Background: an optimization exercise with open tools, aiming at small area. Do not read the settings as production practice. Only simulation tests tie the RTL to the original design; equivalence was not proved. Power and IR drop assume default switching activity.

--- design/flow/config.mk ---
export PLATFORM = sky130hd
export DESIGN_NAME = img_proc_top
export DESIGN_NICKNAME = img_proc_top
export VERILOG_FILES = /design/flow/design.v
export SDC_FILE = /design/flow/constraint.sdc
export NUM_CORES = 4
export LEC_CHECK = 0
export CAP_MARGIN = 0
export CORE_MARGIN = 2
export CORE_UTILIZATION = 45
export CTS_BUF_LIST = sky130_fd_sc_hd__clkbuf_4
export CTS_CLUSTER_DIAMETER = 50
export CTS_CLUSTER_SIZE = 8
export GPL_TIMING_DRIVEN = 0
export SLEW_MARGIN = 0
--- design/flow/constraint.sdc ---
create_clock -name core_clock -period 10.0 [get_ports {i_clk}]
set_input_delay 2.0000 -clock core_clock [delete_from_list [all_inputs] [get_ports {i_clk}]]
set_output_delay 2.0000 -clock core_clock [all_outputs]
set_load 0.01 [all_outputs]
--- design/flow/design.v ---
`timescale 1ns / 1ps
module img_proc_top(
    input           i_clk,
    input           someport, 
    input           i_data_valid,
    input [11:0]    pixel_in,
    output          o_data_valid,
    output [17:0]   o_waddr,
    output [11:0]   o_data,
    input [2:0]     filter_sel
);
    wire rst   = someport;
    wire mode2 = (filter_sel == 3'd2);
    wire mode3 = (filter_sel == 3'd3);
    wire [3:0] r_in = pixel_in[11:8];
    wire [3:0] g_in = pixel_in[7:4];
    wire [3:0] b_in = pixel_in[3:0];
    wire gy_0 = r_in[1] ^ r_in[0] ^ g_in[2];
    wire gy_1 = (r_in[1] & r_in[0]) | (r_in[1] & g_in[2]) | (r_in[0] & g_in[2]);
    wire gy_2 = r_in[2] ^ r_in[1] ^ g_in[3];
    wire gy_3 = (r_in[2] & r_in[1]) | (r_in[2] & g_in[3]) | (r_in[1] & g_in[3]);
    wire gy_4 = g_in[2] ^ g_in[0] ^ b_in[2];
    wire gy_5 = (g_in[2] & g_in[0]) | (g_in[2] & b_in[2]) | (g_in[0] & b_in[2]);
    wire gy_6 = r_in[3] ^ r_in[2] ^ g_in[3];
    wire gy_7 = (r_in[3] & r_in[2]) | (r_in[3] & g_in[3]) | (r_in[2] & g_in[3]);
    wire gy_8 = g_in[1] ^ b_in[3] ^ b_in[2];
    wire gy_9 = (g_in[1] & b_in[3]) | (g_in[1] & b_in[2]) | (b_in[3] & b_in[2]);
    wire gy_10 = r_in[3] ^ r_in[0] ^ g_in[2];
    wire gy_11 = (r_in[3] & r_in[0]) | (r_in[3] & g_in[2]) | (r_in[0] & g_in[2]);
    wire gy_12 = r_in[3] ^ r_in[1] ^ g_in[2];
    wire gy_13 = (r_in[3] & r_in[1]) | (r_in[3] & g_in[2]) | (r_in[1] & g_in[2]);
    wire gy_14 = r_in[2] ^ g_in[3] ^ g_in[0];
    wire gy_15 = (r_in[2] & g_in[3]) | (r_in[2] & g_in[0]) | (g_in[3] & g_in[0]);
    wire gy_16 = r_in[3] ^ r_in[0] ^ g_in[1];
    wire gy_17 = (r_in[3] & r_in[0]) | (r_in[3] & g_in[1]) | (r_in[0] & g_in[1]);
    wire gy_18 = g_in[0] ^ b_in[2] ^ b_in[0];
    wire gy_19 = (g_in[0] & b_in[2]) | (g_in[0] & b_in[0]) | (b_in[2] & b_in[0]);
    wire gy_20 = gy_0 ^ g_in[1] ^ b_in[3];
    wire gy_21 = (gy_0 & g_in[1]) | (gy_0 & b_in[3]) | (g_in[1] & b_in[3]);
    wire gy_22 = b_in[1] ^ b_in[0];
    wire gy_23 = b_in[1] & b_in[0];
    wire gy_24 = gy_1 ^ gy_2 ^ gy_4;
    wire gy_25 = (gy_1 & gy_2) | (gy_1 & gy_4) | (gy_2 & gy_4);
    wire gy_26 = b_in[1] ^ b_in[0];
    wire gy_27 = b_in[1] & b_in[0];
    wire gy_28 = gy_3 ^ gy_5 ^ gy_6;
    wire gy_29 = (gy_3 & gy_5) | (gy_3 & gy_6) | (gy_5 & gy_6);
    wire gy_30 = gy_8 ^ b_in[1];
    wire gy_31 = gy_8 & b_in[1];
    wire gy_32 = gy_7 ^ gy_9 ^ gy_10;
    wire gy_33 = (gy_7 & gy_9) | (gy_7 & gy_10) | (gy_9 & gy_10);
    wire gy_34 = b_in[3] ^ b_in[2];
    wire gy_35 = b_in[3] & b_in[2];
    wire gy_36 = gy_11 ^ r_in[1] ^ g_in[3];
    wire gy_37 = (gy_11 & r_in[1]) | (gy_11 & g_in[3]) | (r_in[1] & g_in[3]);
    wire gy_38 = g_in[0] ^ b_in[3];
    wire gy_39 = g_in[0] & b_in[3];
    wire gy_40 = r_in[2] ^ r_in[0] ^ g_in[1];
    wire gy_41 = (r_in[2] & r_in[0]) | (r_in[2] & g_in[1]) | (r_in[0] & g_in[1]);
    wire gy_42 = gy_12 ^ b_in[3] ^ b_in[0];
    wire gy_43 = (gy_12 & b_in[3]) | (gy_12 & b_in[0]) | (b_in[3] & b_in[0]);
    wire gy_44 = gy_13 ^ gy_14 ^ b_in[1];
    wire gy_45 = (gy_13 & gy_14) | (gy_13 & b_in[1]) | (gy_14 & b_in[1]);
    wire gy_46 = gy_15 ^ gy_16 ^ gy_18;
    wire gy_47 = (gy_15 & gy_16) | (gy_15 & gy_18) | (gy_16 & gy_18);
    wire gy_48 = gy_17 ^ gy_19 ^ gy_20;
    wire gy_49 = (gy_17 & gy_19) | (gy_17 & gy_20) | (gy_19 & gy_20);
    wire gy_50 = gy_21 ^ gy_23 ^ gy_24;
    wire gy_51 = (gy_21 & gy_23) | (gy_21 & gy_24) | (gy_23 & gy_24);
    wire gy_52 = gy_25 ^ gy_27 ^ gy_28;
    wire gy_53 = (gy_25 & gy_27) | (gy_25 & gy_28) | (gy_27 & gy_28);
    wire gy_54 = gy_29 ^ gy_31 ^ gy_32;
    wire gy_55 = (gy_29 & gy_31) | (gy_29 & gy_32) | (gy_31 & gy_32);
    wire gy_56 = gy_33 ^ gy_35 ^ gy_36;
    wire gy_57 = (gy_33 & gy_35) | (gy_33 & gy_36) | (gy_35 & gy_36);
    wire gy_58 = gy_37 ^ gy_39 ^ r_in[2];
    wire gy_59 = (gy_37 & gy_39) | (gy_37 & r_in[2]) | (gy_39 & r_in[2]);
    wire gy_60 = r_in[1] ^ g_in[0] ^ b_in[1];
    wire gy_61 = (r_in[1] & g_in[0]) | (r_in[1] & b_in[1]) | (g_in[0] & b_in[1]);
    wire gy_62 = gy_40 ^ b_in[2];
    wire gy_63 = gy_40 & b_in[2];
    wire gy_64 = gy_41 ^ gy_42;
    wire gy_65 = gy_41 & gy_42;
    wire gy_66 = gy_43 ^ gy_44;
    wire gy_67 = gy_43 & gy_44;
    wire gy_68 = gy_45 ^ gy_46;
    wire gy_69 = gy_45 & gy_46;
    wire gy_70 = gy_47 ^ gy_48 ^ gy_22;
    wire gy_71 = (gy_47 & gy_48) | (gy_47 & gy_22) | (gy_48 & gy_22);
    wire gy_72 = gy_49 ^ gy_50 ^ gy_26;
    wire gy_73 = (gy_49 & gy_50) | (gy_49 & gy_26) | (gy_50 & gy_26);
    wire gy_74 = gy_51 ^ gy_52 ^ gy_30;
    wire gy_75 = (gy_51 & gy_52) | (gy_51 & gy_30) | (gy_52 & gy_30);
    wire gy_76 = gy_53 ^ gy_54 ^ gy_34;
    wire gy_77 = (gy_53 & gy_54) | (gy_53 & gy_34) | (gy_54 & gy_34);
    wire gy_78 = gy_55 ^ gy_56 ^ gy_38;
    wire gy_79 = (gy_55 & gy_56) | (gy_55 & gy_38) | (gy_56 & gy_38);
    wire gy_80 = gy_57 ^ gy_58 ^ g_in[1];
    wire gy_81 = (gy_57 & gy_58) | (gy_57 & g_in[1]) | (gy_58 & g_in[1]);
    wire gy_82 = gy_59 ^ r_in[3] ^ g_in[2];
    wire gy_83 = (gy_59 & r_in[3]) | (gy_59 & g_in[2]) | (r_in[3] & g_in[2]);
    wire [14:0] gy_a = {1'b0, gy_83, gy_81, gy_79, gy_77, gy_75, gy_73, gy_71, gy_69, gy_67, gy_65, gy_63, gy_61, gy_60, r_in[0]};
    wire [14:0] gy_b = {1'b0, g_in[3], gy_82, gy_80, gy_78, gy_76, gy_74, gy_72, gy_70, gy_68, gy_66, gy_64, gy_62, 1'b0, b_in[0]};
    wire [14:0] gy_sum = gy_a + gy_b;
    wire [3:0] gray = gy_sum[14:11];
    wire [11:0] pix_st = {mode3 ? gray : r_in, g_in, b_in};
    reg [4:0] wcol;      
    reg [1:0] nrows;     
    reg [5:0] ph;        
    reg [9:0] ctr;       
    wire row_done = i_data_valid && (wcol == 5'd31);
    wire trigger  = row_done && nrows[1];
    wire primed   = (nrows == 2'd3);
    wire pop      = (ph >= 6'd2) && (ph <= 6'd33);   
    wire outv     = (ph >= 6'd5);                     
    always @(posedge i_clk) begin
        if (rst) begin
            wcol  <= 5'd0;
            nrows <= 2'd0;
            ph    <= 6'd0;
        end else begin
            if (i_data_valid) wcol <= wcol + 5'd1;
            if (row_done && !primed) nrows <= nrows + 2'd1;
            if (trigger) ph <= 6'd1;
            else if (ph == 6'd36) ph <= 6'd0;
            else if (ph != 6'd0) ph <= ph + 6'd1;
        end
    end
    always @(posedge i_clk) begin
        if (rst || ctr == 10'd767) ctr <= 10'd0;
        else if (outv) ctr <= ctr + 10'd1;
    end
    wire [31:0] low;
    genvar i;
    generate
        for (i = 0; i < 32; i = i + 1) begin : g_low
            assign low[i] = pop && (ph <= 6'd33 - i);
        end
    endgenerate
    reg [383:0] qo, qm, qn;
    wire fill  = i_data_valid && !primed;
    wire chain = pop || fill;
    wire pop_o = (ph >= 6'd2) && (ph <= 6'd35);
    wire rot_o = (ph == 6'd2) || (ph == 6'd3);
    reg [11:0] d1, d2;
    always @(posedge i_clk) begin
        d1 <= qm[11:0];
        d2 <= d1;
    end
    wire [31:0] en_n = {32{i_data_valid}} | low;
    always @(posedge i_clk)
        if (pop_o || fill)
            qo <= {fill ? qm[11:0] : (rot_o ? qo[11:0] : d2), qo[383:12]};
    always @(posedge i_clk)
        if (chain)
            qm <= {qn[11:0], qm[383:12]};
    generate
        for (i = 0; i < 31; i = i + 1) begin : g_n
            always @(posedge i_clk)
                if (en_n[i]) qn[i*12 +: 12] <= qn[(i+1)*12 +: 12];
        end
    endgenerate
    always @(posedge i_clk)
        if (en_n[31]) qn[383:372] <= pix_st;
    wire last1 = (ph == 6'd32);
    wire last2 = (ph == 6'd33);
    wire last  = last1 || last2;
    wire [35:0] O = qo[35:0];
    wire [35:0] M = {last ? qo[59:48] : qm[35:24],
                     last2 ? qo[47:36] : qm[23:12],
                     qm[11:0]};
    wire [35:0] N = {last ? qm[35:24] : qn[35:24],
                     last2 ? qm[23:12] : qn[23:12],
                     qn[11:0]};
    wire ga0_0 = N[9] ^ N[20] ^ N[33];
    wire ga0_1 = (N[9] & N[20]) | (N[9] & N[33]) | (N[20] & N[33]);
    wire ga0_2 = N[10] ^ N[21] ^ N[34];
    wire ga0_3 = (N[10] & N[21]) | (N[10] & N[34]) | (N[21] & N[34]);
    wire ga0_4 = M[9] ^ M[20] ^ M[33];
    wire ga0_5 = (M[9] & M[20]) | (M[9] & M[33]) | (M[20] & M[33]);
    wire ga0_6 = N[11] ^ N[22] ^ N[35];
    wire ga0_7 = (N[11] & N[22]) | (N[11] & N[35]) | (N[22] & N[35]);
    wire ga0_8 = M[10] ^ M[21] ^ M[34];
    wire ga0_9 = (M[10] & M[21]) | (M[10] & M[34]) | (M[21] & M[34]);
    wire ga0_10 = O[11] ^ O[22] ^ O[35];
    wire ga0_11 = (O[11] & O[22]) | (O[11] & O[35]) | (O[22] & O[35]);
    wire ga0_12 = N[23] ^ M[11] ^ M[22];
    wire ga0_13 = (N[23] & M[11]) | (N[23] & M[22]) | (M[11] & M[22]);
    wire ga0_14 = ga0_0 ^ M[8] ^ M[32];
    wire ga0_15 = (ga0_0 & M[8]) | (ga0_0 & M[32]) | (M[8] & M[32]);
    wire ga0_16 = ga0_1 ^ ga0_2 ^ ga0_4;
    wire ga0_17 = (ga0_1 & ga0_2) | (ga0_1 & ga0_4) | (ga0_2 & ga0_4);
    wire ga0_18 = O[10] ^ O[21] ^ O[34];
    wire ga0_19 = (O[10] & O[21]) | (O[10] & O[34]) | (O[21] & O[34]);
    wire ga0_20 = ga0_3 ^ ga0_5 ^ ga0_6;
    wire ga0_21 = (ga0_3 & ga0_5) | (ga0_3 & ga0_6) | (ga0_5 & ga0_6);
    wire ga0_22 = ga0_8 ^ ga0_10;
    wire ga0_23 = ga0_8 & ga0_10;
    wire ga0_24 = ga0_7 ^ ga0_9 ^ ga0_11;
    wire ga0_25 = (ga0_7 & ga0_9) | (ga0_7 & ga0_11) | (ga0_9 & ga0_11);
    wire ga0_26 = ga0_12 ^ M[35] ^ O[23];
    wire ga0_27 = (ga0_12 & M[35]) | (ga0_12 & O[23]) | (M[35] & O[23]);
    wire ga0_28 = N[8] ^ N[32] ^ O[8];
    wire ga0_29 = (N[8] & N[32]) | (N[8] & O[8]) | (N[32] & O[8]);
    wire ga0_30 = ga0_14 ^ O[9] ^ O[20];
    wire ga0_31 = (ga0_14 & O[9]) | (ga0_14 & O[20]) | (O[9] & O[20]);
    wire ga0_32 = ga0_15 ^ ga0_16 ^ ga0_18;
    wire ga0_33 = (ga0_15 & ga0_16) | (ga0_15 & ga0_18) | (ga0_16 & ga0_18);
    wire ga0_34 = ga0_17 ^ ga0_19 ^ ga0_20;
    wire ga0_35 = (ga0_17 & ga0_19) | (ga0_17 & ga0_20) | (ga0_19 & ga0_20);
    wire ga0_36 = ga0_21 ^ ga0_23 ^ ga0_24;
    wire ga0_37 = (ga0_21 & ga0_23) | (ga0_21 & ga0_24) | (ga0_23 & ga0_24);
    wire ga0_38 = ga0_25 ^ ga0_27 ^ ga0_13;
    wire ga0_39 = (ga0_25 & ga0_27) | (ga0_25 & ga0_13) | (ga0_27 & ga0_13);
    wire ga0_40 = ga0_29 ^ ga0_30 ^ O[33];
    wire ga0_41 = (ga0_29 & ga0_30) | (ga0_29 & O[33]) | (ga0_30 & O[33]);
    wire ga0_42 = ga0_31 ^ ga0_32;
    wire ga0_43 = ga0_31 & ga0_32;
    wire ga0_44 = ga0_33 ^ ga0_34 ^ ga0_22;
    wire ga0_45 = (ga0_33 & ga0_34) | (ga0_33 & ga0_22) | (ga0_34 & ga0_22);
    wire ga0_46 = ga0_35 ^ ga0_36 ^ ga0_26;
    wire ga0_47 = (ga0_35 & ga0_36) | (ga0_35 & ga0_26) | (ga0_36 & ga0_26);
    wire ga0_48 = ga0_37 ^ ga0_38 ^ M[23];
    wire ga0_49 = (ga0_37 & ga0_38) | (ga0_37 & M[23]) | (ga0_38 & M[23]);
    wire [7:0] ga0_a = {1'b0, ga0_49, ga0_47, ga0_45, ga0_43, ga0_41, ga0_40, ga0_28};
    wire [7:0] ga0_b = {1'b0, ga0_39, ga0_48, ga0_46, ga0_44, ga0_42, 1'b0, O[32]};
    wire [7:0] ga0_sum = ga0_a + ga0_b;
    wire [3:0] gs0 = ga0_sum[7:4];
    wire ga1_0 = N[5] ^ N[16] ^ N[29];
    wire ga1_1 = (N[5] & N[16]) | (N[5] & N[29]) | (N[16] & N[29]);
    wire ga1_2 = N[6] ^ N[17] ^ N[30];
    wire ga1_3 = (N[6] & N[17]) | (N[6] & N[30]) | (N[17] & N[30]);
    wire ga1_4 = M[5] ^ M[16] ^ M[29];
    wire ga1_5 = (M[5] & M[16]) | (M[5] & M[29]) | (M[16] & M[29]);
    wire ga1_6 = N[7] ^ N[18] ^ N[31];
    wire ga1_7 = (N[7] & N[18]) | (N[7] & N[31]) | (N[18] & N[31]);
    wire ga1_8 = M[6] ^ M[17] ^ M[30];
    wire ga1_9 = (M[6] & M[17]) | (M[6] & M[30]) | (M[17] & M[30]);
    wire ga1_10 = O[7] ^ O[18] ^ O[31];
    wire ga1_11 = (O[7] & O[18]) | (O[7] & O[31]) | (O[18] & O[31]);
    wire ga1_12 = N[19] ^ M[7] ^ M[18];
    wire ga1_13 = (N[19] & M[7]) | (N[19] & M[18]) | (M[7] & M[18]);
    wire ga1_14 = ga1_0 ^ M[4] ^ M[28];
    wire ga1_15 = (ga1_0 & M[4]) | (ga1_0 & M[28]) | (M[4] & M[28]);
    wire ga1_16 = ga1_1 ^ ga1_2 ^ ga1_4;
    wire ga1_17 = (ga1_1 & ga1_2) | (ga1_1 & ga1_4) | (ga1_2 & ga1_4);
    wire ga1_18 = O[6] ^ O[17] ^ O[30];
    wire ga1_19 = (O[6] & O[17]) | (O[6] & O[30]) | (O[17] & O[30]);
    wire ga1_20 = ga1_3 ^ ga1_5 ^ ga1_6;
    wire ga1_21 = (ga1_3 & ga1_5) | (ga1_3 & ga1_6) | (ga1_5 & ga1_6);
    wire ga1_22 = ga1_8 ^ ga1_10;
    wire ga1_23 = ga1_8 & ga1_10;
    wire ga1_24 = ga1_7 ^ ga1_9 ^ ga1_11;
    wire ga1_25 = (ga1_7 & ga1_9) | (ga1_7 & ga1_11) | (ga1_9 & ga1_11);
    wire ga1_26 = ga1_12 ^ M[31] ^ O[19];
    wire ga1_27 = (ga1_12 & M[31]) | (ga1_12 & O[19]) | (M[31] & O[19]);
    wire ga1_28 = N[4] ^ N[28] ^ O[4];
    wire ga1_29 = (N[4] & N[28]) | (N[4] & O[4]) | (N[28] & O[4]);
    wire ga1_30 = ga1_14 ^ O[5] ^ O[16];
    wire ga1_31 = (ga1_14 & O[5]) | (ga1_14 & O[16]) | (O[5] & O[16]);
    wire ga1_32 = ga1_15 ^ ga1_16 ^ ga1_18;
    wire ga1_33 = (ga1_15 & ga1_16) | (ga1_15 & ga1_18) | (ga1_16 & ga1_18);
    wire ga1_34 = ga1_17 ^ ga1_19 ^ ga1_20;
    wire ga1_35 = (ga1_17 & ga1_19) | (ga1_17 & ga1_20) | (ga1_19 & ga1_20);
    wire ga1_36 = ga1_21 ^ ga1_23 ^ ga1_24;
    wire ga1_37 = (ga1_21 & ga1_23) | (ga1_21 & ga1_24) | (ga1_23 & ga1_24);
    wire ga1_38 = ga1_25 ^ ga1_27 ^ ga1_13;
    wire ga1_39 = (ga1_25 & ga1_27) | (ga1_25 & ga1_13) | (ga1_27 & ga1_13);
    wire ga1_40 = ga1_29 ^ ga1_30 ^ O[29];
    wire ga1_41 = (ga1_29 & ga1_30) | (ga1_29 & O[29]) | (ga1_30 & O[29]);
    wire ga1_42 = ga1_31 ^ ga1_32;
    wire ga1_43 = ga1_31 & ga1_32;
    wire ga1_44 = ga1_33 ^ ga1_34 ^ ga1_22;
    wire ga1_45 = (ga1_33 & ga1_34) | (ga1_33 & ga1_22) | (ga1_34 & ga1_22);
    wire ga1_46 = ga1_35 ^ ga1_36 ^ ga1_26;
    wire ga1_47 = (ga1_35 & ga1_36) | (ga1_35 & ga1_26) | (ga1_36 & ga1_26);
    wire ga1_48 = ga1_37 ^ ga1_38 ^ M[19];
    wire ga1_49 = (ga1_37 & ga1_38) | (ga1_37 & M[19]) | (ga1_38 & M[19]);
    wire [7:0] ga1_a = {1'b0, ga1_49, ga1_47, ga1_45, ga1_43, ga1_41, ga1_40, ga1_28};
    wire [7:0] ga1_b = {1'b0, ga1_39, ga1_48, ga1_46, ga1_44, ga1_42, 1'b0, O[28]};
    wire [7:0] ga1_sum = ga1_a + ga1_b;
    wire [3:0] gs1 = ga1_sum[7:4];
    wire ga2_0 = N[1] ^ N[12] ^ N[25];
    wire ga2_1 = (N[1] & N[12]) | (N[1] & N[25]) | (N[12] & N[25]);
    wire ga2_2 = N[2] ^ N[13] ^ N[26];
    wire ga2_3 = (N[2] & N[13]) | (N[2] & N[26]) | (N[13] & N[26]);
    wire ga2_4 = M[1] ^ M[12] ^ M[25];
    wire ga2_5 = (M[1] & M[12]) | (M[1] & M[25]) | (M[12] & M[25]);
    wire ga2_6 = N[3] ^ N[14] ^ N[27];
    wire ga2_7 = (N[3] & N[14]) | (N[3] & N[27]) | (N[14] & N[27]);
    wire ga2_8 = M[2] ^ M[13] ^ M[26];
    wire ga2_9 = (M[2] & M[13]) | (M[2] & M[26]) | (M[13] & M[26]);
    wire ga2_10 = O[3] ^ O[14] ^ O[27];
    wire ga2_11 = (O[3] & O[14]) | (O[3] & O[27]) | (O[14] & O[27]);
    wire ga2_12 = N[15] ^ M[3] ^ M[14];
    wire ga2_13 = (N[15] & M[3]) | (N[15] & M[14]) | (M[3] & M[14]);
    wire ga2_14 = ga2_0 ^ M[0] ^ M[24];
    wire ga2_15 = (ga2_0 & M[0]) | (ga2_0 & M[24]) | (M[0] & M[24]);
    wire ga2_16 = ga2_1 ^ ga2_2 ^ ga2_4;
    wire ga2_17 = (ga2_1 & ga2_2) | (ga2_1 & ga2_4) | (ga2_2 & ga2_4);
    wire ga2_18 = O[2] ^ O[13] ^ O[26];
    wire ga2_19 = (O[2] & O[13]) | (O[2] & O[26]) | (O[13] & O[26]);
    wire ga2_20 = ga2_3 ^ ga2_5 ^ ga2_6;
    wire ga2_21 = (ga2_3 & ga2_5) | (ga2_3 & ga2_6) | (ga2_5 & ga2_6);
    wire ga2_22 = ga2_8 ^ ga2_10;
    wire ga2_23 = ga2_8 & ga2_10;
    wire ga2_24 = ga2_7 ^ ga2_9 ^ ga2_11;
    wire ga2_25 = (ga2_7 & ga2_9) | (ga2_7 & ga2_11) | (ga2_9 & ga2_11);
    wire ga2_26 = ga2_12 ^ M[27] ^ O[15];
    wire ga2_27 = (ga2_12 & M[27]) | (ga2_12 & O[15]) | (M[27] & O[15]);
    wire ga2_28 = N[0] ^ N[24] ^ O[0];
    wire ga2_29 = (N[0] & N[24]) | (N[0] & O[0]) | (N[24] & O[0]);
    wire ga2_30 = ga2_14 ^ O[1] ^ O[12];
    wire ga2_31 = (ga2_14 & O[1]) | (ga2_14 & O[12]) | (O[1] & O[12]);
    wire ga2_32 = ga2_15 ^ ga2_16 ^ ga2_18;
    wire ga2_33 = (ga2_15 & ga2_16) | (ga2_15 & ga2_18) | (ga2_16 & ga2_18);
    wire ga2_34 = ga2_17 ^ ga2_19 ^ ga2_20;
    wire ga2_35 = (ga2_17 & ga2_19) | (ga2_17 & ga2_20) | (ga2_19 & ga2_20);
    wire ga2_36 = ga2_21 ^ ga2_23 ^ ga2_24;
    wire ga2_37 = (ga2_21 & ga2_23) | (ga2_21 & ga2_24) | (ga2_23 & ga2_24);
    wire ga2_38 = ga2_25 ^ ga2_27 ^ ga2_13;
    wire ga2_39 = (ga2_25 & ga2_27) | (ga2_25 & ga2_13) | (ga2_27 & ga2_13);
    wire ga2_40 = ga2_29 ^ ga2_30 ^ O[25];
    wire ga2_41 = (ga2_29 & ga2_30) | (ga2_29 & O[25]) | (ga2_30 & O[25]);
    wire ga2_42 = ga2_31 ^ ga2_32;
    wire ga2_43 = ga2_31 & ga2_32;
    wire ga2_44 = ga2_33 ^ ga2_34 ^ ga2_22;
    wire ga2_45 = (ga2_33 & ga2_34) | (ga2_33 & ga2_22) | (ga2_34 & ga2_22);
    wire ga2_46 = ga2_35 ^ ga2_36 ^ ga2_26;
    wire ga2_47 = (ga2_35 & ga2_36) | (ga2_35 & ga2_26) | (ga2_36 & ga2_26);
    wire ga2_48 = ga2_37 ^ ga2_38 ^ M[15];
    wire ga2_49 = (ga2_37 & ga2_38) | (ga2_37 & M[15]) | (ga2_38 & M[15]);
    wire [7:0] ga2_a = {1'b0, ga2_49, ga2_47, ga2_45, ga2_43, ga2_41, ga2_40, ga2_28};
    wire [7:0] ga2_b = {1'b0, ga2_39, ga2_48, ga2_46, ga2_44, ga2_42, 1'b0, O[24]};
    wire [7:0] ga2_sum = ga2_a + ga2_b;
    wire [3:0] gs2 = ga2_sum[7:4];
    wire sb_0 = N[21] ^ N[33] ^ M[33];
    wire sb_1 = (N[21] & N[33]) | (N[21] & M[33]) | (N[33] & M[33]);
    wire sb_2 = N[22] ^ N[34] ^ M[34];
    wire sb_3 = (N[22] & N[34]) | (N[22] & M[34]) | (N[34] & M[34]);
    wire sb_4 = N[23] ^ N[35] ^ M[35];
    wire sb_5 = (N[23] & N[35]) | (N[23] & M[35]) | (N[35] & M[35]);
    wire sb_6 = N[20] ^ N[32] ^ M[32];
    wire sb_7 = (N[20] & N[32]) | (N[20] & M[32]) | (N[32] & M[32]);
    wire sb_8 = sb_0 ^ ~M[9] ^ ~O[9];
    wire sb_9 = (sb_0 & ~M[9]) | (sb_0 & ~O[9]) | (~M[9] & ~O[9]);
    wire sb_10 = sb_1 ^ sb_2 ^ ~M[10];
    wire sb_11 = (sb_1 & sb_2) | (sb_1 & ~M[10]) | (sb_2 & ~M[10]);
    wire sb_12 = sb_3 ^ sb_4 ^ ~M[11];
    wire sb_13 = (sb_3 & sb_4) | (sb_3 & ~M[11]) | (sb_4 & ~M[11]);
    wire sb_14 = ~O[11] ^ ~O[23] ^ 1'b1;
    wire sb_15 = (~O[11] & ~O[23]) | (~O[11] & 1'b1) | (~O[23] & 1'b1);
    wire sb_16 = N[9] ^ O[33] ^ M[9];
    wire sb_17 = (N[9] & O[33]) | (N[9] & M[9]) | (O[33] & M[9]);
    wire sb_18 = N[10] ^ O[34] ^ M[10];
    wire sb_19 = (N[10] & O[34]) | (N[10] & M[10]) | (O[34] & M[10]);
    wire sb_20 = N[11] ^ O[35] ^ M[11];
    wire sb_21 = (N[11] & O[35]) | (N[11] & M[11]) | (O[35] & M[11]);
    wire sb_22 = O[23] ^ O[10] ^ 1'b1;
    wire sb_23 = (O[23] & O[10]) | (O[23] & 1'b1) | (O[10] & 1'b1);
    wire sb_24 = sb_6 ^ ~M[8] ^ ~O[8];
    wire sb_25 = (sb_6 & ~M[8]) | (sb_6 & ~O[8]) | (~M[8] & ~O[8]);
    wire sb_26 = sb_7 ^ sb_8 ^ ~O[21];
    wire sb_27 = (sb_7 & sb_8) | (sb_7 & ~O[21]) | (sb_8 & ~O[21]);
    wire sb_28 = sb_9 ^ sb_10 ^ ~O[10];
    wire sb_29 = (sb_9 & sb_10) | (sb_9 & ~O[10]) | (sb_10 & ~O[10]);
    wire sb_30 = sb_11 ^ sb_12 ^ sb_14;
    wire sb_31 = (sb_11 & sb_12) | (sb_11 & sb_14) | (sb_12 & sb_14);
    wire sb_32 = sb_13 ^ sb_15 ^ sb_5;
    wire sb_33 = (sb_13 & sb_15) | (sb_13 & sb_5) | (sb_15 & sb_5);
    wire sb_34 = N[8] ^ O[32] ^ M[8];
    wire sb_35 = (N[8] & O[32]) | (N[8] & M[8]) | (O[32] & M[8]);
    wire sb_36 = sb_16 ^ O[21] ^ O[8];
    wire sb_37 = (sb_16 & O[21]) | (sb_16 & O[8]) | (O[21] & O[8]);
    wire sb_38 = sb_17 ^ sb_18 ^ O[22];
    wire sb_39 = (sb_17 & sb_18) | (sb_17 & O[22]) | (sb_18 & O[22]);
    wire sb_40 = sb_19 ^ sb_20 ^ sb_22;
    wire sb_41 = (sb_19 & sb_20) | (sb_19 & sb_22) | (sb_20 & sb_22);
    wire sb_42 = sb_21 ^ sb_23 ^ O[11];
    wire sb_43 = (sb_21 & sb_23) | (sb_21 & O[11]) | (sb_23 & O[11]);
    wire sb_44 = sb_25 ^ sb_26 ^ 1'b1;
    wire sb_45 = (sb_25 & sb_26) | (sb_25 & 1'b1) | (sb_26 & 1'b1);
    wire sb_46 = sb_27 ^ sb_28 ^ ~O[22];
    wire sb_47 = (sb_27 & sb_28) | (sb_27 & ~O[22]) | (sb_28 & ~O[22]);
    wire sb_48 = sb_29 ^ sb_30;
    wire sb_49 = sb_29 & sb_30;
    wire sb_50 = sb_31 ^ sb_32;
    wire sb_51 = sb_31 & sb_32;
    wire sb_52 = sb_37 ^ sb_38 ^ O[9];
    wire sb_53 = (sb_37 & sb_38) | (sb_37 & O[9]) | (sb_38 & O[9]);
    wire sb_54 = sb_39 ^ sb_40;
    wire sb_55 = sb_39 & sb_40;
    wire sb_56 = sb_41 ^ sb_42 ^ 1'b1;
    wire sb_57 = (sb_41 & sb_42) | (sb_41 & 1'b1) | (sb_42 & 1'b1);
    wire [14:0] sb_a = {1'b0, 1'b1, sb_57, sb_55, sb_53, sb_52, sb_35, sb_34, 1'b1, sb_51, sb_49, sb_47, sb_45, sb_44, sb_24};
    wire [14:0] sb_b = {1'b0, 1'b0, sb_43, sb_56, sb_54, 1'b0, sb_36, O[20], 1'b0, sb_33, sb_50, sb_48, sb_46, 1'b0, ~O[20]};
    wire [14:0] sb_sum = sb_a + sb_b;
    wire edge_px = sb_sum[14];
    wire [11:0] res = mode3 ? {12{edge_px}} : {gs0, gs1, gs2};
    reg [11:0] r1, r2, r3;
    always @(posedge i_clk) begin
        r1 <= res;
        r2 <= r1;
        r3 <= r2;
    end
    assign o_data       = r3;
    assign o_data_valid = (mode2 || mode3) && outv;
    assign o_waddr      = {9'd0, ctr[9:1]};
endmodule
--- design/flow/run.sh ---
#!/bin/bash
# synth_recipe.tcl (not shown) runs the flow's synth.tcl, then flattens the netlist and writes it again
# the make line also repeats each setting of config.mk as NAME=value (left out here)
make -C /OpenROAD-flow-scripts/flow DESIGN_CONFIG=/design/flow/config.mk WORK_HOME=/design/flow/orfs CLKGATE_MAP_FILE= SYNTH_SCRIPT=/design/flow/synth_recipe.tcl finish
==> summary.txt, run 1 <==
Ys async rst share -> 0
Die width -> 312 um
Setup bufs post-CTS -> 0
PortBufs -> 38
PostCTS Resize Cnt -> 0
Met2 GRT Util -> 0.201
Final setup vio count -> 0
Yosys cell types -> 64
Row Count -> 113
Critical Path Start Type -> flip-flop
Leak -> 17.0 nW
Fin nets -> 2435
Max cap viols -> 0
R2r worst-path depth -> 19
Overall die area -> 0.0976 sq mm
Final period util -> 0.672
Clock Skew -> 57.8 ps
Clock Latency Late Sink -> 1020 ps
Total power -> 10.7 mW
DP Wirelength -> 39500 um
Vias per std cell -> 4.82
Top cell type's share of synthesized area -> 0.808
Placed Cells -> 3318
F_max -> 149 MHz
Area Overhead vs Synth -> 10.7%
Most Crowded Layer GR -> met2
Placer Congestion -> 0.815
H-tree lvl count -> 4
R2r startpoint -> ph[1]
HP Class -> flip-flop to flip-flop
Setup TNS -> 0 ps
Longest Clk Path Bufs -> 3
Grt met3 use -> 0.0342
CP Data Arrival Time -> 7620 ps
WL final -> 64500 um
Status -> timing/DRC/antenna clean
DRT Pass-1 Iters -> 5
First-pass GRT wire length -> 101000 um
Ports -> 49
Worst vdd ir -> 0.115 mV
GRT Residual Overflow -> 0
Root Driver -> clkbuf_4
CP max stage cell -> o41ai_1
RSZ-0062 raised after global routing -> false
Levels on crit path -> 19
Pwr dens -> 225 mW/mm^2
Number of global-route vias before repair -> 18.1k
Fill count -> 7595
Worst R2R Setup Slack -> 3280 ps
CTS tree -> built
Crit-path cells -> inv_1 > ha_1 > clkbuf_1 > nand2_2 > buf_2 > mux2i_1 > inv_1 > fa_1 > inv_1 > fa_1 > fa_1 > inv_1 > fa_1 > ha_1 > nand4bb_1 > a21oi_1 > o41ai_1 > a21oi_1 > or2_2
Relative slew slack -> 0.290
Critical path required time -> 10890 ps
Post-synth EDFFs -> 1152
Wire per inst -> 17.9 um
CP bufs+invs -> 6
CTS Buf Count -> 175
Hold path depth -> 0
Initial antenna violation count -> 4
Worst Setup End Kind -> flip-flop
Tightest Pin Transition -> 1070 ps
ANT nets after route -> 0
DR iter-0 viols -> 1428
Max-slew violation count -> 0
Core footprint -> 0.0946 sq mm
Top Family by Delay on Critical Path -> adder cells
Crit Path Category -> flip-flop to flip-flop
Maximum fanout along the worst path -> 10
R2R Path End -> r1[1]
DRC errors left -> 0
GR Util met1 -> 0.192
Final Hold Vio Count -> 0
Final hold slack -> 321 ps
Average cell area after synthesis -> 21.5 sq um
Hold_buf cts -> 0
Worst Setup EP -> r1[1]
Crit path from -> ph[1]
Largest net degree at the start of global routing -> 79
YS warnings -> 1
Period minus WS final -> 6720 ps
Total GRT Usage -> 0.135
CTS sink count -> 1235
Die height -> 312 um
Fin cells -> 3605
Max stage delay on crit path -> 700 ps
Synth Instances -> 1988
Vias -> 17.4k
Initial Utilization -> 0.453
Synth area leader -> edfxtp_1
Sequential fraction of the synthesis area -> 0.847
Top_reg_cell synth -> edfxtp_1
Mapped Area -> 0.0428 sq mm
Area contributors post-synth -> edfxtp_1 (81%), fa_1 (5.6%), dfxtp_1 (3.9%)
Clock-pin slew on the worst setup and hold paths -> 110 ps
Number of synthesized register bits -> 1235
Share of cells above drive strength 1 -> 0.160
## layout make-up
type,instances,area [sq um],area share
Timing Repair Buffer,57,761,0.0160
Tap cell,1265,1580,0.0334
Clock buffer,262,1970,0.0415
Multi-Input combinational cell,579,5850,0.123
Inverter,138,518,0.0109
Clock inverter,20,218,0.00459
Buffer,44,249,0.00525
Sequential cell,1235,36300,0.765
Antenna cell,5,12.5,0.000264
## worst min-delay path by stage
stage                     start  slack [ps]    end
final                     d1[8]         320  d2[8]
after global routing      r1[5]         330  r2[5]
after CTS                 d1[0]         320  d2[0]
after detailed placement  d1[5]         310  d2[5]
after global placement    d1[6]         310  d2[6]
after floorplan           d1[0]         310  d2[0]
## cell usage after synthesis, types with 4 or more instances
library cell,count
a21o_1,7
a21oi_1,16
a41o_1,4
buf_2,7
buf_4,20
clkbuf_1,15
dfxtp_1,83
edfxtp_1,1152
fa_1,120
ha_1,67
inv_1,136
mux2_2,26
mux2i_1,38
nand2_1,62
nand2b_1,7
nand3_1,10
nand4_1,6
nor2_1,44
nor3_1,18
nor3b_1,5
o21a_1,5
o21ai_0,41
o31a_1,4
o31ai_1,7
or2_2,6
or3_1,6
xnor2_1,16
xor2_1,7
## where the power goes
group          internal (mW)  switching [mW]  leakage, nW
Sequential              6.20           0.161         12.0
Clock                   1.29            1.62         1.32
Combinational          0.585           0.815         3.67
Total                   8.08            2.59         17.0
## flip-flops by register name, indices dropped and copies added (netlist names), 6 cells and up
signal / cells
qo: 384
r1: 12
qn: 384
d1: 12
r2: 12
qm: 384
r3: 12
ph: 6
d2: 12
ctr: 10
## logic make-up after synthesis
| family | after synthesis | share of synthesized area |
|---|---|---|
| flip-flops | 1235 | 0.847 |
| adder cells (fa/ha/maj) | 188 | 0.0759 |
| multiplexers | 66 | 0.0166 |
| other | 1 | 0.0000876 |
| AO/OA/AOI/OAI | 110 | 0.0167 |
| AND/OR/NAND/NOR | 183 | 0.0212 |
| XOR/XNOR | 23 | 0.00470 |
| buffers and inverters | 182 | 0.0179 |
## cells in the final DEF, fill, tap and decap left out, drive strengths merged, types with 6 or more instances in the layout
cell	netlist	routed
mux2i	39	39
clkinv	1	10
ha	67	67
conb	1	9
clkdlybuf4s50	0	38
nand2b	7	7
o31ai	7	7
nand2	63	63
edfxtp	1152	1152
nor2	44	44
buf	29	48
mux2	27	27
o21ai	42	42
clkbuf	15	277
nand4	6	6
fa	120	120
nand3	10	10
a21o	7	7
a21oi	16	16
inv	137	142
or3	6	6
xnor2	16	16
nor3	18	18
xor2	7	7
or2	6	6
dfxtp	83	83
## routing by layer
| layer | vias up | share of wire |
|---|---|---|
| li1 | 7998 | - |
| met1 | 8843 | 0.47 |
| met2 | 394 | 0.46 |
| met4 | 2 | 0.024 |
| met3 | 135 | 0.050 |
| met5 | - | 0.00025 |
## stage by stage
stage | instance area [sq um] | utilization | setup WS [ps]
after floorplan | 42800 | - | 2140
after global placement | 44800 | 0.474 | -1140
after detailed placement | 45200 | 0.478 | 3130
after CTS | 47400 | 0.501 | 3230
after global routing | 47400 | 0.501 | 2960
final | 47400 | 0.501 | 3280
==> run 2: changes to the inputs <==
--- a/design/flow/config.mk
+++ b/design/flow/config.mk
@@ -10,5 +10,5 @@
 export CORE_UTILIZATION = 45
-export CTS_BUF_LIST = sky130_fd_sc_hd__clkbuf_4
-export CTS_CLUSTER_DIAMETER = 50
-export CTS_CLUSTER_SIZE = 8
+export CTS_BUF_LIST = sky130_fd_sc_hd__clkbuf_8
+export CTS_CLUSTER_DIAMETER = 55
+export CTS_CLUSTER_SIZE = 17
 export GPL_TIMING_DRIVEN = 0
==> run 2 against run 1 <==
Against the previous run:
- first-iteration DRC count grew 4.3%
- global-route usage shrank 0.49 points
- sequential cell count is the same
- area after synthesis is the same
- critical path depth is the same
- utilization shrank 0.28 points
- via count shrank 2.6%
- register-to-register slack gained 60 ps
- worst setup slack gained 64 ps
- maximum frequency grew 0.96%
- worst hold slack gained 1.3 ps
- routed wire length shrank 2.4%
==> summary.txt, run 2 <==
Final period util -> 0.666
Critical Path Start Type -> flip-flop
Row Count -> 113
Synth cell count leaders -> edfxtp_1 (1152), inv_1 (136), fa_1 (120), dfxtp_1 (83), ha_1 (67)
CP Data Arrival Time -> 7270 ps
Clock Latency Late Sink -> 750 ps
Clock-pin slew on the worst setup and hold paths -> 100 ps
Yosys cell types -> 64
Status -> timing/DRC/antenna clean
Crit Path Category -> flip-flop to flip-flop
GRT Residual Overflow -> 0
Number of global-route vias before repair -> 17.3k
Clock Skew -> 46.6 ps
Pwr dens -> 221 mW/mm^2
Number of synthesized register bits -> 1235
Metal2 WL -> 29100 um
Wire per inst -> 18.0 um
DP Wirelength -> 39500 um
Mapped Area -> 0.0428 sq mm
Average cell area after synthesis -> 21.5 sq um
DRT Pass-1 Iters -> 5
Area Overhead vs Synth -> 10.1%
H-tree lvl count -> 3
YS warnings -> 1
Initial Utilization -> 0.453
Most common cell in the netlist -> edfxtp_1
Initial antenna violation count -> 5
DR iter-0 viols -> 1489
Final hold slack -> 322 ps
Sequential share of power -> 0.610
Hold path depth -> 0
R2r startpoint -> ph[1]
Root Driver -> clkbuf_8
Die width -> 312 um
PortBufs -> 38
Fin cells -> 3490
Clk pwr share -> 0.256
Max-slew violation count -> 0
Vias per std cell -> 4.85
Top cell type's share of synthesized area -> 0.808
Maximum fanout along the worst path -> 10
Met3 routed WL -> 2550 um
Wire length on met1 -> 29800 um
Tightest Pin Transition -> 1080 ps
RSZ-0062 raised after global routing -> false
Top_reg_cell synth -> edfxtp_1
P_int -> 7.84 mW
Hold path startpoint -> d1[0]
Relative slew slack -> 0.281
Setup bufs post-CTS -> 0
Vias -> 16.9k
R2R Path End -> r1[5]
Leak -> 16.7 nW
Most common cell after layout, fill and taps aside -> edfxtp_1
R2r worst-path depth -> 19
Final setup vio count -> 0
Synth area leader -> edfxtp_1
CTS tree -> built
Total power -> 10.4 mW
Final Hold Vio Count -> 0
Max cap viols -> 0
Placed Cells -> 3318
Sequential fraction of the synthesis area -> 0.847
Worst vdd ir -> 0.120 mV
F_max -> 150 MHz
Combinational Power Share -> 0.134
DRC errors left -> 0
Setup TNS -> 0 ps
Most frequent cells in the layout -> edfxtp_1 (1152), inv_1 (164), fa_1 (120)
Highest routed layer -> met5
Total GRT Usage -> 0.130
Critical path required time -> 10610 ps
Sw frac -> 0.248
First-pass GRT wire length -> 98400 um
Period minus WS final -> 6660 ps
PostCTS Resize Cnt -> 0
Ys async rst share -> 0
Sw Pwr -> 2.59 mW
Placer Congestion -> 0.815
CTS sink count -> 1235
Fin nets -> 2356
WL final -> 63000 um
HP Class -> flip-flop to flip-flop
Worst R2R Setup Slack -> 3340 ps
Hold_buf cts -> 0
Core footprint -> 0.0946 sq mm
Die height -> 312 um
Longest Clk Path Bufs -> 3
Registers with the most flip-flops -> qm (384), qn (384), qo (384)
Overall die area -> 0.0976 sq mm
Fill count -> 7516
Post-synth EDFFs -> 1152
CTS Buf Count -> 96
Area contributors post-synth -> edfxtp_1 (81%), fa_1 (5.6%), dfxtp_1 (3.9%)
Worst Setup End Kind -> flip-flop
Ports -> 49
ANT nets after route -> 0
Synth Instances -> 1988
Share of cells above drive strength 1 -> 0.105
Hold EP -> d2[0]
Largest net degree at the start of global routing -> 79
## run 2: per-stage QoR
step	worst slack [ps]	util	cell area (sq um)
finish	3340	0.498	47100
floorplan	2140	-	42800
global route	2920	0.498	47100
CTS	3200	0.498	47100
detailed placement	3130	0.478	45200
global placement	-1140	0.474	44800
## run 2: power groups by stage
stage	combinational, mW	sequential, mW	clock [mW]
3_5_place_dp	1.42	6.47	0
6_report	1.40	6.36	2.67
4_1_cts	1.43	6.37	2.81
3_3_place_gp	1.35	6.52	0
5_1_grt	1.59	6.40	2.99
2_1_floorplan	0.927	6.44	0
## run 2: final cells by class
| cell class | count | area, sq um | share of cell area |
|---|---|---|---|
| clock inverter | 70 | 564 | 0.0120 |
| multi-input combinational | 579 | 5850 | 0.124 |
| sequential | 1235 | 36300 | 0.769 |
| timing repair buffer | 57 | 761 | 0.0161 |
| antenna | 3 | 7.51 | 0.000159 |
| inverter | 138 | 518 | 0.0110 |
| clock buffer | 99 | 1360 | 0.0289 |
| tap | 1265 | 1580 | 0.0336 |
| buffer | 44 | 249 | 0.00528 |
## run 2: logic make-up (layout without fill, tap and decap cells)
kind of cell    count (synthesis)  after routing  synth area share
buf+inv                       182            408            0.0179
compound gates                110            110            0.0167
flops                        1235           1235             0.847
other cells                     1             12         0.0000876
fa+ha+maj                     188            188            0.0759
simple gates                  183            183            0.0212
xor+xnor                       23             23           0.00470
mux                            66             66            0.0166
## run 2: routing by layer
metal	global-route usage	vias to the layer above
met5	0	-
met4	0.0420	2
met3	0.0253	118
met2	0.199	313
met1	0.190	8749
li1	-	7740
## run 2: worst max-delay path, cell delays in order (launching register included)
cell and delay, ps:
dfxtp_1 530, inv_1 230, ha_1 230, clkbuf_1 230
nand2_2 310, buf_2 450, mux2i_1 340, inv_1 110
fa_1 540, inv_1 50, fa_1 460, fa_1 520
inv_1 50, fa_1 440, ha_1 300, nand4bb_1 110
a21oi_1 70, o41ai_1 650, a21oi_1 480, or2_2 460
## run 2: worst max-delay path by stage
| stage | startpoint | end | slack, ps | cells past startpoint |
|---|---|---|---|---|
| finish | ph[1] | r1[5] | 3340 | 19 |
| global placement | i_data_valid | qo[221] | -1140 | 5 |
| global route | ph[1] | r1[5] | 2920 | 19 |
| CTS | ph[1] | r1[5] | 3200 | 19 |
| floorplan | i_data_valid | qo[0] | 2140 | 4 |
| detailed placement | pixel_in[7] | qn[380] | 3130 | 15 |

re-timing with driven ports:
In the flow no input, the clock included, has a driving cell. The finished layouts below were timed again as built, in two steps.
Step 1, drivers: a clkbuf_16 drives i_clk and a buf_2 each remaining input, both assumed.
Step 2 times the ports against the registers' clock, not the clock port: input delays grow and output delays shrink by t, the midpoint of the rising clock arrivals with the driver on.
a / b / c = ideal ports / drivers / drivers and shift; a / b = the first two.
| run | shift t [ns] | setup WS [ns] | latest minus earliest clock arrival (ns) | worst register clock-pin slew, ns | cell pins on the clock port's net |
|---|---|---|---|---|---|
| run 1 | 1.054 | 3.276 / 3.276 / 3.161 | 0.058 / 0.059 | 0.11 / 0.11 | 1 |
| run 2 | 0.789 | 3.340 / 3.340 / 3.104 | 0.053 / 0.053 | 0.11 / 0.11 | 1 |
After both steps every run listed still meets setup and hold. The setup slack of run 2, which loses most, moves by 0.000 ns with the drivers and by -0.236 ns with both steps.
